What follows belongs to an exercise in optimizing a design on an open flow for small area, a short achievable clock period and few clock cycles; a production flow would make more cautious choices.
Where RTL was checked, it was by simulation tests only, not by an equivalence proof against the original.
Power and IR drop assume default switching activity.

## wip/onyx
Design chip8_cpu, start of the top module:
module chip8_cpu (
    input wire clk,
    input wire reset,
    input wire [7:0] mem_data_in,
    input wire [15:0] key_pressed,
    output wire mem_read,
    output reg [11:0] mem_addr_out,
    output reg [7:0] mem_data_out,
    output reg mem_write
);
export LEC_CHECK = 0
export CAP_MARGIN = 20
export CORE_MARGIN = 2
export CORE_UTILIZATION = 60
export CTS_BUF_LIST = sky130_fd_sc_hd__clkbuf_8
export CTS_CLUSTER_DIAMETER = 50
export CTS_CLUSTER_SIZE = 16
export GPL_ROUTABILITY_DRIVEN = 0
export SLEW_MARGIN = 20
create_clock -name core_clock -period 12.0 [get_ports {clk}]
standard.sh (not shown) runs the stock make flow with config.mk's settings and CLKGATE_MAP_FILE= SYNTH_SCRIPT=/design/flow/synth_recipe.tcl, a recipe that flattens the netlist after the stock synthesis.
==> flow/flow/run.sh <==
#!/bin/bash
# Standard ORFS layout (the standard.sh: unchanged synthesis and steps), with
# - the port buffers that buffer_ports adds made buf_4 instead of its default
#   (a slow delay buffer), so input and output paths start from a fast buffer.
set -euo pipefail
export SETUP_SLACK_MARGIN=8
export BUFFER_PORTS_ARGS="-buffer_cell sky130_fd_sc_hd__buf_4"
bash standard.sh > standard_make.log 2>&1
Testbench counts of wip/onyx, summed over its fixed seeds: cycles 204,165.
For wip/sierra, these inputs were changed with respect to wip/onyx:
- swapping 16 for 30 in CTS_CLUSTER_SIZE
- swapping sky130_fd_sc_hd__clkbuf_8 for sky130_fd_sc_hd__clkbuf_16 in CTS_BUF_LIST
- clearing GPL_ROUTABILITY_DRIVEN, which used to be 0
- swapping 50 for 60 in CTS_CLUSTER_DIAMETER
Results
Overall global routing resource usage, wip/sierra and wip/onyx, higher one = wip/onyx.
Measured against each other, wip/sierra and wip/onyx differ in hold slack, the lower figure coming from wip/sierra.
wip/sierra: wire length of the first global-routing pass 1.3% below wip/onyx
For the critical path depth, wip/sierra came in 2 lower than wip/onyx did.
wip/sierra vs wip/onyx, worst-path cell with the longest stage delay: sky130_fd_sc_hd__nor2_4 vs sky130_fd_sc_hd__nor3_4
Comparing clock latency on the worst-skew pair for wip/sierra and wip/onyx, the bigger number came from wip/onyx.
Input-level comparison between wip/maple and wip/sierra:
- a change of CTS_CLUSTER_SIZE from 30 to 16
- a change of CTS_BUF_LIST from sky130_fd_sc_hd__clkbuf_16 to sky130_fd_sc_hd__clkbuf_8
- a change of CTS_CLUSTER_DIAMETER from 60 to 50
--- a/flow/flow/run.sh
+++ b/flow/flow/run.sh
@@ -5,3 +5,3 @@
 set -euo pipefail
-export SETUP_SLACK_MARGIN=8
+export SETUP_SLACK_MARGIN=8.7
 export BUFFER_PORTS_ARGS="-buffer_cell sky130_fd_sc_hd__buf_4"
==> summary.txt <==
- wip/maple reports its worst setup path startpoint as ir_hi[1] while wip/sierra reports mem_data_in[4].
- Compared to wip/sierra, wip/maple has total power 12% higher.
- Fmax: wip/maple lower than wip/sierra
- Number of diodes for wip/maple: 5 up relative to wip/sierra
- Between wip/sierra and wip/maple, critical path buffer and inverter count increased.
- Cell area | wip/maple vs wip/sierra | wip/maple larger
- Looking at non-clock buffer count, wip/maple sits about 90% above wip/sierra.
## Diff of input files: wip/fjord against wip/maple
- CTS_CLUSTER_DIAMETER no longer set, was 50
- CTS_BUF_LIST no longer set, was sky130_fd_sc_hd__clkbuf_8
- CTS_CLUSTER_SIZE no longer set, was 16
==> flow/flow/run.sh <==
#!/bin/bash
set -euo pipefail
export SETUP_SLACK_MARGIN=8
bash standard.sh > standard_make.log 2>&1
Results
The aggregate routed wire length in wip/maple is 1.13 times that in wip/fjord. The estimated power of wip/fjord ends up lower than the estimate for wip/maple. Final period demand of the worst path delta for wip/fjord relative to wip/maple: 0.072 ns lower. Net switching fraction of the power: wip/fjord vs wip/maple down 3.0 points. The post-cts gate resize count number comes out higher for wip/maple vs wip/fjord. Summary of wip/fjord over wip/maple: total of plain and repair buffers excluding clock buffers now sits lower, floorplan die width now sits at about the same level, area taken by flip-flops and latches now sits at about the same level.

========
Starting RTL as in the previous note.
==> flow/config.mk <==
export PLATFORM = sky130hd
export DESIGN_NAME = chip8_cpu
export DESIGN_NICKNAME = chip8_cpu
export VERILOG_FILES = /design/flow/design.v
export SDC_FILE = /design/flow/constraint.sdc
export NUM_CORES = 4
export LEC_CHECK = 0
export CAP_MARGIN = 20
export CORE_MARGIN = 2
export CORE_UTILIZATION = 60
export CTS_BUF_LIST = sky130_fd_sc_hd__clkbuf_8
export CTS_CLUSTER_DIAMETER = 50
export CTS_CLUSTER_SIZE = 16
export SLEW_MARGIN = 20
==> flow/constraint.sdc <==
create_clock -name core_clock -period 12.0 [get_ports {clk}]
set_input_delay 2.4000 -clock core_clock [delete_from_list [all_inputs] [get_ports {clk}]]
set_output_delay 2.4000 -clock core_clock [all_outputs]
set_load 0.01 [all_outputs]
==> flow/flow/run.sh <==
#!/bin/bash
# Standard ORFS layout (the standard.sh: unchanged synthesis and steps), with
# - the port buffers that buffer_ports adds made buf_4 instead of its default
#   (a slow delay buffer), so input and output paths start from a fast buffer.
set -euo pipefail
export SETUP_SLACK_MARGIN=8.3
export BUFFER_PORTS_ARGS="-buffer_cell sky130_fd_sc_hd__buf_4"
bash standard.sh > standard_make.log 2>&1
The starting point finished with timing, DRC and antenna clean.
Testbench counts at the start, summed over its fixed seeds: cycles 204,165.
Change:
--- a/flow/flow/run.sh
+++ b/flow/flow/run.sh
@@ -6 +6 @@
-export SETUP_SLACK_MARGIN=8.3
+export SETUP_SLACK_MARGIN=7.5
Result: Core utilization falls by 6.9 points; worst hold slack is worse by 0.0076 ns; synthesized area is unchanged.
Change:
--- a/flow/flow/run.sh
+++ b/flow/flow/run.sh
@@ -6 +6 @@
-export SETUP_SLACK_MARGIN=7.5
+export SETUP_SLACK_MARGIN=8.6
--- a/flow/config.mk
+++ b/flow/config.mk
@@ -14,0 +15 @@
+export TNS_END_PERCENT = 10
After rerunning: Routed wire length grows by 9.8%. Sequential power stays flat. Register-to-register slack is better by 0.46 ns. Global-route usage grows by 2.6 points. Utilization grows by 5.8 points. Worst setup slack is better by 0.53 ns. Maximum frequency grows by 14%. Area after synthesis stays the same. Die area stays the same. Cell count grows by 4.5%.
Change:
--- a/flow/flow/run.sh
+++ b/flow/flow/run.sh
@@ -6 +6 @@
-export SETUP_SLACK_MARGIN=8.6
+export SETUP_SLACK_MARGIN=8
--- a/flow/config.mk
+++ b/flow/config.mk
@@ -10 +10 @@
-export CORE_UTILIZATION = 60
+export CORE_UTILIZATION = 70
@@ -15 +14,0 @@
-export TNS_END_PERCENT = 10
Result: The changed run ran to the end with no violations; first-iteration DRC count came out higher by about 1.3%; die area came out lower by about 14%; utilization came out higher by 8.0 points; synthesized cell count does not change; final cell count came out lower by 6.2%; power came out lower by 5.8%; design area came out lower by 5.5%; via count came out lower by 1.1%; clock-buffer cell count came out lower by 4.
Change:
--- a/flow/config.mk
+++ b/flow/config.mk
@@ -10 +10 @@
-export CORE_UTILIZATION = 70
+export CORE_UTILIZATION = 60
@@ -12,2 +12,2 @@
-export CTS_CLUSTER_DIAMETER = 50
-export CTS_CLUSTER_SIZE = 16
+export CTS_CLUSTER_DIAMETER = 40
+export CTS_CLUSTER_SIZE = 12
Power goes up by 5.5%. Maximum frequency goes up by 1.6%. Critical path depth goes up by 2. Routed wire length barely changes. Sequential share of layout area goes down by 1.7 points. Final area goes up by 3.4%. Worst setup slack improves by 0.066 ns.

========
Another version of the RTL of chip8_cpu (not shown whole).
Size: roughly 2100 cells after synthesis, roughly 470 flip-flops, about 48 I/O pins.
clock: 12.0 ns
lec_check: 0
cap_margin: 20
core_margin: 2
core_utilization: 60
slew_margin: 20
==> flow/flow/run.sh <==
#!/bin/bash
set -euo pipefail
export SETUP_SLACK_MARGIN=7
bash standard.sh > standard_make.log 2>&1
The first run finished with timing, DRC and antenna clean.
==> next run, changes <==
==> flow/flow/run.sh (replaced) <==
#!/bin/bash
set -euo pipefail
export SETUP_SLACK_MARGIN=8.5
bash standard.sh > standard_make.log 2>&1
What happened: Register-to-register slack improved by 460 ps; die area stays the same; total power went up by 14%.
No run of this note included a check of the RTL's function; only the layout flow was run.

========
chip8_cpu, a different RTL version from the one above (not shown whole).
Size in the first run: about 450 flip-flops, about 25,000 um2 of cells after synthesis.
clock: 12.0 ns
lec_check: 0
cap_margin: 20
core_margin: 2
core_utilization: 60
setup_slack_margin: 5
slew_margin: 20
run.sh (not shown) runs the stock make flow with config.mk's settings and CLKGATE_MAP_FILE= SYNTH_SCRIPT=/design/flow/synth_recipe.tcl, a recipe that flattens the netlist after the stock synthesis.
Stock flow here: none of the scripts above is used.
The baseline ran to the end with no violations.
Testbench counts at the start, summed over its fixed seeds: cycles 202,604.
Then changed:
CORE_UTILIZATION = 40   (was 60)
SETUP_SLACK_MARGIN = unset   (was 5)
The changed run finished with timing, DRC and antenna clean.
Maximum frequency drops by a little under a tenth.
Combinational power barely changes.
Global-route usage went down by 11 points.
Wire length grows by a few percent.
Sequential share of layout area falls by 0.97 points.
Register-to-register slack is worse by 0.57 ns.
Non-clock buffer count came out higher by 8.
Clock skew stays flat.
Design area rises by a few percent.

========
JK:
chip8_cpu with an RTL version that a note above also has.
Size: ~2100 cells after synthesis, about 480 flip-flops, about 0.025 sq mm of cells after synthesis.
Settings: LEC_CHECK=0, CAP_MARGIN=5, CORE_MARGIN=2, CORE_UTILIZATION=60, CTS_BUF_LIST=sky130_fd_sc_hd__clkbuf_8, CTS_CLUSTER_DIAMETER=50, CTS_CLUSTER_SIZE=16, SLEW_MARGIN=5; clock period 12.0 ns.
standard.sh (not shown) runs the stock make flow with config.mk's settings and CLKGATE_MAP_FILE= SYNTH_SCRIPT=/design/flow/synth_recipe.tcl, a recipe that flattens the netlist after the stock synthesis.
==> flow/flow/run.sh <==
#!/bin/bash
# Standard ORFS layout (the standard.sh: unchanged synthesis and steps), with
# - the port buffers that buffer_ports adds made buf_4 instead of its default
#   (a slow delay buffer), so input and output paths start from a fast buffer.
set -euo pipefail
export SETUP_SLACK_MARGIN=8
export BUFFER_PORTS_ARGS="-buffer_cell sky130_fd_sc_hd__buf_4"
bash standard.sh > standard_make.log 2>&1
Testbench counts of JK, summed over its fixed seeds: cycles 204,165.
Here is what was changed in the inputs of MS compared with JK.
Settings: changing SLEW_MARGIN from 5 to 20; changing CAP_MARGIN from 5 to 20.
### Flow results
- MS has more setup slack than JK.
- The sequential cell area of JK and that of MS are within noise of each other.
- Critical path depth in MS is 1 below JK.
- Wire length per cell after detailed routing: MS < JK
- Routed wire length: MS vs JK down 0.69%
diff inputs: MS => AL
Settings: TNS_END_PERCENT newly set to 10.
--- outcome ---
Of AL and MS, the run reporting the higher proportion of power drawn by combinational gates was MS.
In AL the combined buffer and inverter count along the critical path turned out 1 higher than in MS.
Delta (AL minus MS): routed wire length has decreased, clock latency on the worst-skew pair has remained practically unchanged.
Sort AL and MS by final cell count, descending, and MS comes first.
Compared with MS, in AL worst setup slack after placement lost 270 ps, total power of the final layout was more or less identical.
What TR does differently from AL at the input level:
Settings: TNS_END_PERCENT no longer set, was 10; CORE_UTILIZATION now 55, was 60.
--- outcome ---
Higher area growth from synthesis to final layout among AL and TR: TR
Sequential share of cell area for TR is lower than for AL.
The uppermost layer routed comes out met5 in one run and met4 in the other, namely in TR and AL respectively.
Final setup slack of the worst path on TR is ahead of AL.
TR vs AL on worst max-slew margin expressed relative to the limit: TR is the lower one.
Compared TR vs AL, and die area is up in TR.

==> separate check: timing with driven ports <==
Ports are ideal in the flow. The routed layouts listed here were re-timed in OpenROAD.
Step 1 assumes that a clkbuf_16 drives the clock port and a buf_2 every other input.
Step 2 times the ports against the registers' clock, not the clock port: input delays grow and output delays shrink by t, the midpoint of the rising clock arrivals with the driver on.
Three values: ideal, step 1, step 2; two values: the first two.
| run | t, ns | setup WS [ns] | worst setup path after step 2 | slew at the worst register clock pin (ns) | worst data-port slew with drivers (ns) |
|---|---|---|---|---|---|
| wip/onyx | 0.726 | 7.950 / 7.960 / 7.257 | input to register | 0.10 / 0.10 | 0.07 |
| wip/sierra | 0.623 | 7.984 / 7.982 / 7.358 | input to register | 0.10 / 0.10 | 0.08 |
| wip/maple | 0.727 | 7.866 / 7.866 / 7.245 | input to register | 0.12 / 0.12 | 0.13 |
| wip/fjord | 0.657 | 7.937 / 7.937 / 7.280 | input to register | 0.07 / 0.07 | 0.08 |
| the first run of note 2 | 0.721 | 8.097 / 8.020 / 7.299 | input to register | 0.10 / 0.10 | 0.19 |
| the second run of note 2 | 0.710 | 7.553 / 7.541 / 6.831 | input to register | 0.10 / 0.10 | 0.08 |
| the third run of note 2 | 0.714 | 8.087 / 7.977 / 7.264 | input to register | 0.10 / 0.10 | 0.28 |
| the fourth run of note 2 | 0.743 | 7.889 / 7.889 / 7.254 | input to register | 0.11 / 0.11 | 0.08 |
| the fifth run of note 2 | 0.708 | 7.955 / 7.948 / 7.240 | input to register | 0.08 / 0.08 | 0.07 |
| the first run of note 3 | 0.669 | 7.046 / 7.062 / 6.393 | input to register | 0.07 / 0.07 | 0.06 |
| the second run of note 3 | 0.653 | 7.568 / 7.568 / 7.201 | input to register | 0.07 / 0.07 | 0.12 |
| the first run of note 4 | 0.657 | 5.526 / 5.526 / 5.526 | register to register | 0.07 / 0.07 | 0.04 |
| the second run of note 4 | 0.657 | 4.960 / 4.960 / 4.960 | register to register | 0.07 / 0.07 | 0.09 |
| JK | 0.708 | 7.792 / 7.792 / 7.233 | input to register | 0.11 / 0.11 | 0.07 |
| MS | 0.722 | 7.961 / 7.952 / 7.229 | input to register | 0.11 / 0.11 | 0.08 |
| AL | 0.712 | 7.890 / 7.888 / 7.176 | input to register | 0.10 / 0.10 | 0.09 |
| TR | 0.710 | 7.971 / 7.971 / 7.300 | input to register | 0.10 / 0.10 | 0.08 |
After both steps every run listed still meets setup and hold. For the third run of note 2, which loses most, drivers alone change the setup slack by -0.110 ns; drivers and shift together by -0.823 ns.
